This design comes from an exercise in tuning for small area on the open sky130 flow, not from production work.
In this exercise RTL edits were held to simulation tests only and were not proved equivalent to the original.
No activity file was given, so power comes from the tool's default toggle rates.

==> inputs of trial 17 <==
// vga_game_top
module vga_game_top (
	input  logic        clk,
	input  logic        resetN,
	input  logic [8:0]  keyCode,
	input  logic        make,
	input  logic        brakee,
	output logic [18:0] bg_address,
	input  logic [7:0]  bg_data,
	output logic [27:0] oVGA,
	output logic [6:0]  HEX0,
	output logic [7:0]  BG_RGB,
	output logic        boardersDrawReq
);
	logic [9:0] hx, vy;
	logic       startOfFrame, hblank, vblank, HS, VS;
	VGA_Controller vga (.clk(clk), .resetN(resetN), .hx(hx), .vy(vy),
		.startOfFrame(startOfFrame), .hblank(hblank), .vblank(vblank),
		.HS(HS), .VS(VS), .address(bg_address));
	logic [7:0] RGB;
	assign oVGA = {!(hblank || vblank), 1'b1, VS, HS,
	               RGB[1:0], {6{RGB[1]}}, RGB[4:2], {5{RGB[4]}}, RGB[7:5], {5{RGB[7]}}};
	logic [3:0] key, key_d;
	logic       keyValid, keyValid_d, key8, enter;
	keyPad_decoder kbd (.clk(clk), .resetN(resetN), .keyCode(keyCode), .make(make),
		.brakee(brakee), .key8(key8), .enter(enter), .key(key), .keyIsValid(keyValid));
	always_ff @(posedge clk) begin
		key_d <= key;
		keyValid_d <= keyValid;
	end
  ...
Settings: LEC_CHECK=0, ABC_AREA=1, CAP_MARGIN=20, CORE_MARGIN=2, CORE_UTILIZATION=40, SLEW_MARGIN=20, SYNTH_MEMORY_MAX_BITS=65536; clock period 10.0 ns.
run.sh (not shown) runs the stock make flow with config.mk's settings and CLKGATE_MAP_FILE= SYNTH_SCRIPT=/design/flow/synth_recipe.tcl, a recipe that flattens the netlist after the stock synthesis.
==> inputs of build 20, as changes to trial 17 <==
--- a/flow/design.v
+++ b/flow/design.v
@@ -11,16 +11,16 @@
 			4'h5: oSEG = 7'b0010010;
 			4'h6: oSEG = 7'b0000010;
 			4'h7: oSEG = 7'b1111000;
 			4'h8: oSEG = 7'b0000000;
 			4'h9: oSEG = 7'b0011000;
-			4'ha: oSEG = 7'b0001000;
-			4'hb: oSEG = 7'b0000011;
-			4'hc: oSEG = 7'b1000110;
-			4'hd: oSEG = 7'b0100001;
-			4'he: oSEG = 7'b0000110;
-			4'hf: oSEG = 7'b0001110;
+			4'ha: oSEG = 7'b0000100;
+			4'hb: oSEG = 7'b0010000;
+			4'hc: oSEG = 7'b0011000;
+			4'hd: oSEG = 7'b0010010;
+			4'he: oSEG = 7'b0000010;
+			4'hf: oSEG = 7'b0011000;
 			default: oSEG = 7'b1000000;
 		endcase
 	end
 endmodule
 module VGA_Controller (
@@ -136,14 +136,20 @@
 	input  logic        Y_direction_key,
 	input  logic        toggle_x_key,
 	input  logic        collision,
 	input  logic [3:0]  HitEdgeCode,
 	output logic [9:0]  topLeftX,      
-	output logic [9:0]  topLeftY       
+	output logic [9:0]  topLeftY,      
+	output logic        hide,          
+	input  logic [9:0]  hx             
 );
 	localparam logic [2:0] IDLE_ST = 3'd0, MOVE_ST = 3'd1, START_OF_FRAME_ST = 3'd2,
-	                       POSITION_CHANGE_ST = 3'd3, POSITION_LIMITS_ST = 3'd4;
+	                       PRE_ST = 3'd3,      
+	                       WAIT_ST = 3'd4,     
+	                       SER_ST = 3'd5,      
+	                       FIN1_ST = 3'd6,     
+	                       FIN2_ST = 3'd7;     
 	localparam int XOFS = 128;
 	localparam int XLEFT = (2*64 + XOFS) / 4, XRIGHT = (573*64 + XOFS) / 4;
 	logic [2:0]  state;
 	logic        xneg;             
 	logic signed [10:0] yspeed;
@@ -154,17 +160,27 @@
 	always_ff @(posedge clk or negedge resetN) begin
 		if (!resetN) state <= IDLE_ST;
 		else case (state)
 			IDLE_ST:            if (startOfFrame) state <= MOVE_ST;
 			MOVE_ST:            if (startOfFrame) state <= START_OF_FRAME_ST;
-			START_OF_FRAME_ST:  state <= POSITION_CHANGE_ST;
-			POSITION_CHANGE_ST: state <= POSITION_LIMITS_ST;
+			START_OF_FRAME_ST:  state <= PRE_ST;
+			PRE_ST:             if (hx == 10'd900) state <= WAIT_ST;
+			WAIT_ST:            if (hx == 10'd927) state <= SER_ST;
+			SER_ST:             if (hx == 10'd943) state <= FIN1_ST;
+			FIN1_ST:            state <= FIN2_ST;
 			default:            state <= MOVE_ST;
 		endcase
 	end
 	always_ff @(posedge clk)
 		toggle_d <= toggle_x_key;
+	logic seen8, tpar, recording;
+	assign recording = (state == WAIT_ST) || (state == SER_ST) || (state == FIN1_ST);
+	always_ff @(posedge clk) begin
+		seen8 <= recording && (seen8 || Y_direction_key);
+		tpar  <= recording && (tpar ^ (toggle_x_key && !toggle_d));
+	end
+	assign hide = (state == SER_ST) || (state == FIN1_ST);
 	always_ff @(posedge clk) begin
 		if (state == IDLE_ST || state == START_OF_FRAME_ST)
 			{h1, h2, h3, h4, h6, h8, h9, hC} <= 8'b0;
 		else if (state == MOVE_ST && collision) begin
 			if (HitEdgeCode == 4'h1) h1 <= 1'b1;
@@ -202,17 +218,30 @@
 			START_OF_FRAME_ST: begin
 				if (b_both) begin yneg = 1'b1; yk = 2'd1; yload = 1'b1; end
 				if (b_top && yspeed < 0) begin yneg = 1'b1; yk = 2'd0; yload = 1'b1; end
 				if (b_bottom && yspeed > 0) begin yneg = 1'b1; yk = 2'd2; yload = 1'b1; end
 			end
-			POSITION_CHANGE_ST:
+			FIN1_ST:
 				if (yspeed < 11'sd500) begin yk = 2'd2; yload = 1'b1; end
+			FIN2_ST:
+				if ((seen8 || Y_direction_key) && yspeed > 0) begin yneg = 1'b1; yk = 2'd1; yload = 1'b1; end
 			default: ;
 		endcase
 	end
-	logic signed [15:0] ysum16;
-	assign ysum16 = ypos + {{5{yspeed[10]}}, yspeed};
+	logic [3:0] k;
+	logic       cy, cx, yb, xb, ys_bit, xs_bit, cy_in, cx_in;
+	assign k = hx[3:0];
+	assign cy_in = (k != 4'd0) && cy;
+	assign cx_in = (k != 4'd0) && cx;
+	assign yb = (k < 4'd11) ? yspeed[0] : yspeed[10];      
+	assign xb = (k < 4'd4) ? (!xneg || k == 4'd0) : xneg;   
+	assign ys_bit = ypos[0] ^ yb ^ cy_in;
+	assign xs_bit = xq[0] ^ xb ^ cx_in;
+	always_ff @(posedge clk) begin
+		cy <= (ypos[0] & yb) | (cy_in & (ypos[0] ^ yb));
+		cx <= (xq[0] & xb) | (cx_in & (xq[0] ^ xb));
+	end
 	logic signed [10:0] ysum;
 	assign ysum = (yneg ? ~yspeed : yspeed) + {9'b0, yk};
 	always_ff @(posedge clk) begin
 		case (state)
 			IDLE_ST: begin
@@ -227,17 +256,25 @@
 			end
 			START_OF_FRAME_ST: begin
 				if (yload) yspeed <= ysum;
 				if (b_both || (b_left && xneg) || (b_right && !xneg)) xneg <= !xneg;
 			end
-			POSITION_CHANGE_ST: begin
+			SER_ST: begin
+				ypos <= {ys_bit, ypos[15:1]};
+				if (k < 4'd14) xq <= {xs_bit, xq[13:1]};
+				if (k < 4'd11) yspeed <= {yspeed[0], yspeed[10:1]};
+			end
+			FIN1_ST: begin
+				if (yload) yspeed <= ysum;
+				if (xq < 14'(XLEFT))  xq <= 14'(XLEFT);
+				if (xq > 14'(XRIGHT)) xq <= 14'(XRIGHT);
+				if (ypos < 16'sd128)   ypos <= 16'sd128;
+				if (ypos > 16'sd26432) ypos <= 16'sd26432;
+			end
+			FIN2_ST: begin
 				if (yload) yspeed <= ysum;
-				if (xneg) xq <= (xq < 14'(XLEFT + 15))  ? 14'(XLEFT)  : xq - 14'd15;
-				else      xq <= (xq > 14'(XRIGHT - 15)) ? 14'(XRIGHT) : xq + 14'd15;
-				if (ysum16 < 16'sd128)        ypos <= 16'sd128;
-				else if (ysum16 > 16'sd26432) ypos <= 16'sd26432;
-				else                          ypos <= ysum16;
+				if (tpar ^ (toggle_x_key && !toggle_d)) xneg <= !xneg;
 			end
 			default: ;
 		endcase
 	end
 	assign topLeftX = xq[13:4];
@@ -5594,21 +5631,22 @@
 		keyValid_d <= keyValid;
 	end
 	SEG7 seg (.iDIG(key), .oSEG(HEX0));
 	back_ground_draw bg (.hx(hx), .vy(vy), .BG_RGB(BG_RGB), .boardersDrawReq(boardersDrawReq));
 	logic [9:0]  smTLX, smTLY;
-	logic        collision, singleHit;
+	logic        collision, singleHit, smHide;
 	logic [3:0]  HitEdgeCode;
 	smiley_move smv (.clk(clk), .resetN(resetN), .startOfFrame(startOfFrame),
 		.Y_direction_key(key8), .toggle_x_key(enter), .collision(collision),
-		.HitEdgeCode(HitEdgeCode), .topLeftX(smTLX), .topLeftY(smTLY));
+		.HitEdgeCode(HitEdgeCode), .topLeftX(smTLX), .topLeftY(smTLY),
+		.hide(smHide), .hx(hx));
 	logic [10:0] sdx, sdy;
 	logic        smInside, smileyDR;
 	logic [7:0]  smileyRGB;
 	assign sdx = {1'b0, hx} - {1'b0, smTLX};
 	assign sdy = {1'b0, vy} - {1'b0, smTLY};
-	assign smInside = (sdx[10:6] == 5'd0) && (sdy[10:5] == 6'd0);
+	assign smInside = (sdx[10:6] == 5'd0) && (sdy[10:5] == 6'd0) && !smHide;
 	logic        smT;
 	smileyBitMap smb (.offsetX(sdx[5:0]), .offsetY(sdy[4:0]), .RGB(smileyRGB),
 		.transparent(smT), .HitEdgeCode(HitEdgeCode));
 	assign smileyDR = smInside && !smT;
 	logic [7:0]  boxY;
==> flow/flow/run.sh (new file) <==
#!/bin/bash
# The standard layout with two changes:
#  - synthesis: synth_recipe.tcl unchanged, except that its ABC technology
#    mapping runs flow/strong_area.abc (deep AIG resynthesis, then iterated area-recovering mapping)
#    instead of ORFS's abc_area.script; registers are mapped before ABC runs,
#    so they are the standard synthesis's;
#  - the port buffers use the smallest buffer cell (buf_1) instead of the
#    default clkdlybuf4s50_1; every port still gets a buffer;
#  - clock tree synthesis runs with ORFS's default arguments plus
#    -dont_use_dummy_load (no dummy load cells for balancing).
# Each tool's full output goes to the ORFS logs under orfs/logs and to
# standard_flow.log here.
set -euo pipefail
WORK=$(pwd)
cat > "$WORK/strong_synth.tcl" <<EOT
proc abc {args} {
  set i [lsearch \$args -script]
  if {\$i >= 0} { lset args [expr {\$i + 1}] $WORK/flow/strong_area.abc }
  yosys abc {*}\$args
}
source $WORK/synth_recipe.tcl
EOT
grep -q "SYNTH_SCRIPT=$WORK/synth_recipe.tcl" standard.sh
sed "s#SYNTH_SCRIPT=$WORK/synth_recipe.tcl#SYNTH_SCRIPT=$WORK/strong_synth.tcl#" standard.sh > strong_standard.sh
export BUFFER_PORTS_ARGS="-buffer_cell sky130_fd_sc_hd__buf_1"
export CTS_ARGS="-sink_clustering_enable -repair_clock_nets -dont_use_dummy_load"
bash strong_standard.sh > standard_flow.log 2>&1
==> flow/flow/strong_area.abc (new file) <==
strash
&get -n
&deepsyn -T 300
&dch
&nf -R 1000
&st
&dch
&nf -R 1000
&put
topo
==> flow/standard.sh (new file) <==
#!/bin/bash
# synth_recipe.tcl (not shown) runs the flow's synth.tcl, then flattens the netlist and writes it again
# the make line also repeats each setting of config.mk as NAME=value (left out here)
make -C /OpenROAD-flow-scripts/flow DESIGN_CONFIG=/design/flow/config.mk WORK_HOME=/design/flow/orfs CLKGATE_MAP_FILE= SYNTH_SCRIPT=/design/flow/synth_recipe.tcl "${@:-finish}"
--- a/flow/config.mk
+++ b/flow/config.mk
@@ -6,8 +6,8 @@
 export NUM_CORES = 4
 export LEC_CHECK = 0
 export ABC_AREA = 1
 export CAP_MARGIN = 20
 export CORE_MARGIN = 2
-export CORE_UTILIZATION = 40
+export CORE_UTILIZATION = 30
 export SLEW_MARGIN = 20
 export SYNTH_MEMORY_MAX_BITS = 65536
removed: flow/run.sh
==> results.txt <==
Between trial 17 and build 20, the lower routed wire length is in build 20 (gap 8.4%, measured against build 20).
In build 20 the total power is lower than in trial 17, by 15%.
Between trial 17 and build 20, the lower sequential share of layout area is in trial 17 (gap 2.4 points).
Against trial 17, the hold slack of build 20 is worse by 1.3 ps.
Between trial 17 and build 20, the lower first-iteration DRC count is in trial 17 (gap 5.3%, measured against build 20).
In trial 17 the cell area is higher than in build 20, by 17%.
In build 20 the global-route usage is lower than in trial 17, by 6.9 points.
Of trial 17 and build 20, trial 17 has the higher setup slack (gap 350 ps).
In trial 17 the register-to-register slack is higher than in build 20, by 1000 ps.
Synthesized cell count: build 20 is lower than trial 17 (about 32%).

static timing again, ports no longer ideal:
The results above use ideal ports. As a check the final layouts listed here were re-extracted and re-timed, cells and wires unchanged.
Step 1 assumes that a clkbuf_16 drives the clock port and a buf_2 every other input.
Step 2 also shifts input and output timing later by t, the mid clock arrival at the registers, as if the neighbouring blocks saw the same clock.
Three values: ideal, step 1, step 2; two values: the first two.
| run | shift t [ns] | setup slack, ns | pins driven straight from the clock port |
|---|---|---|---|
| trial 17 | 0.524 | 3.248 / 3.180 / 3.704 | 1 |
| build 20 | 0.464 | 2.896 / 2.896 / 2.896 | 1 |
After both steps setup and hold are still met in every run listed.
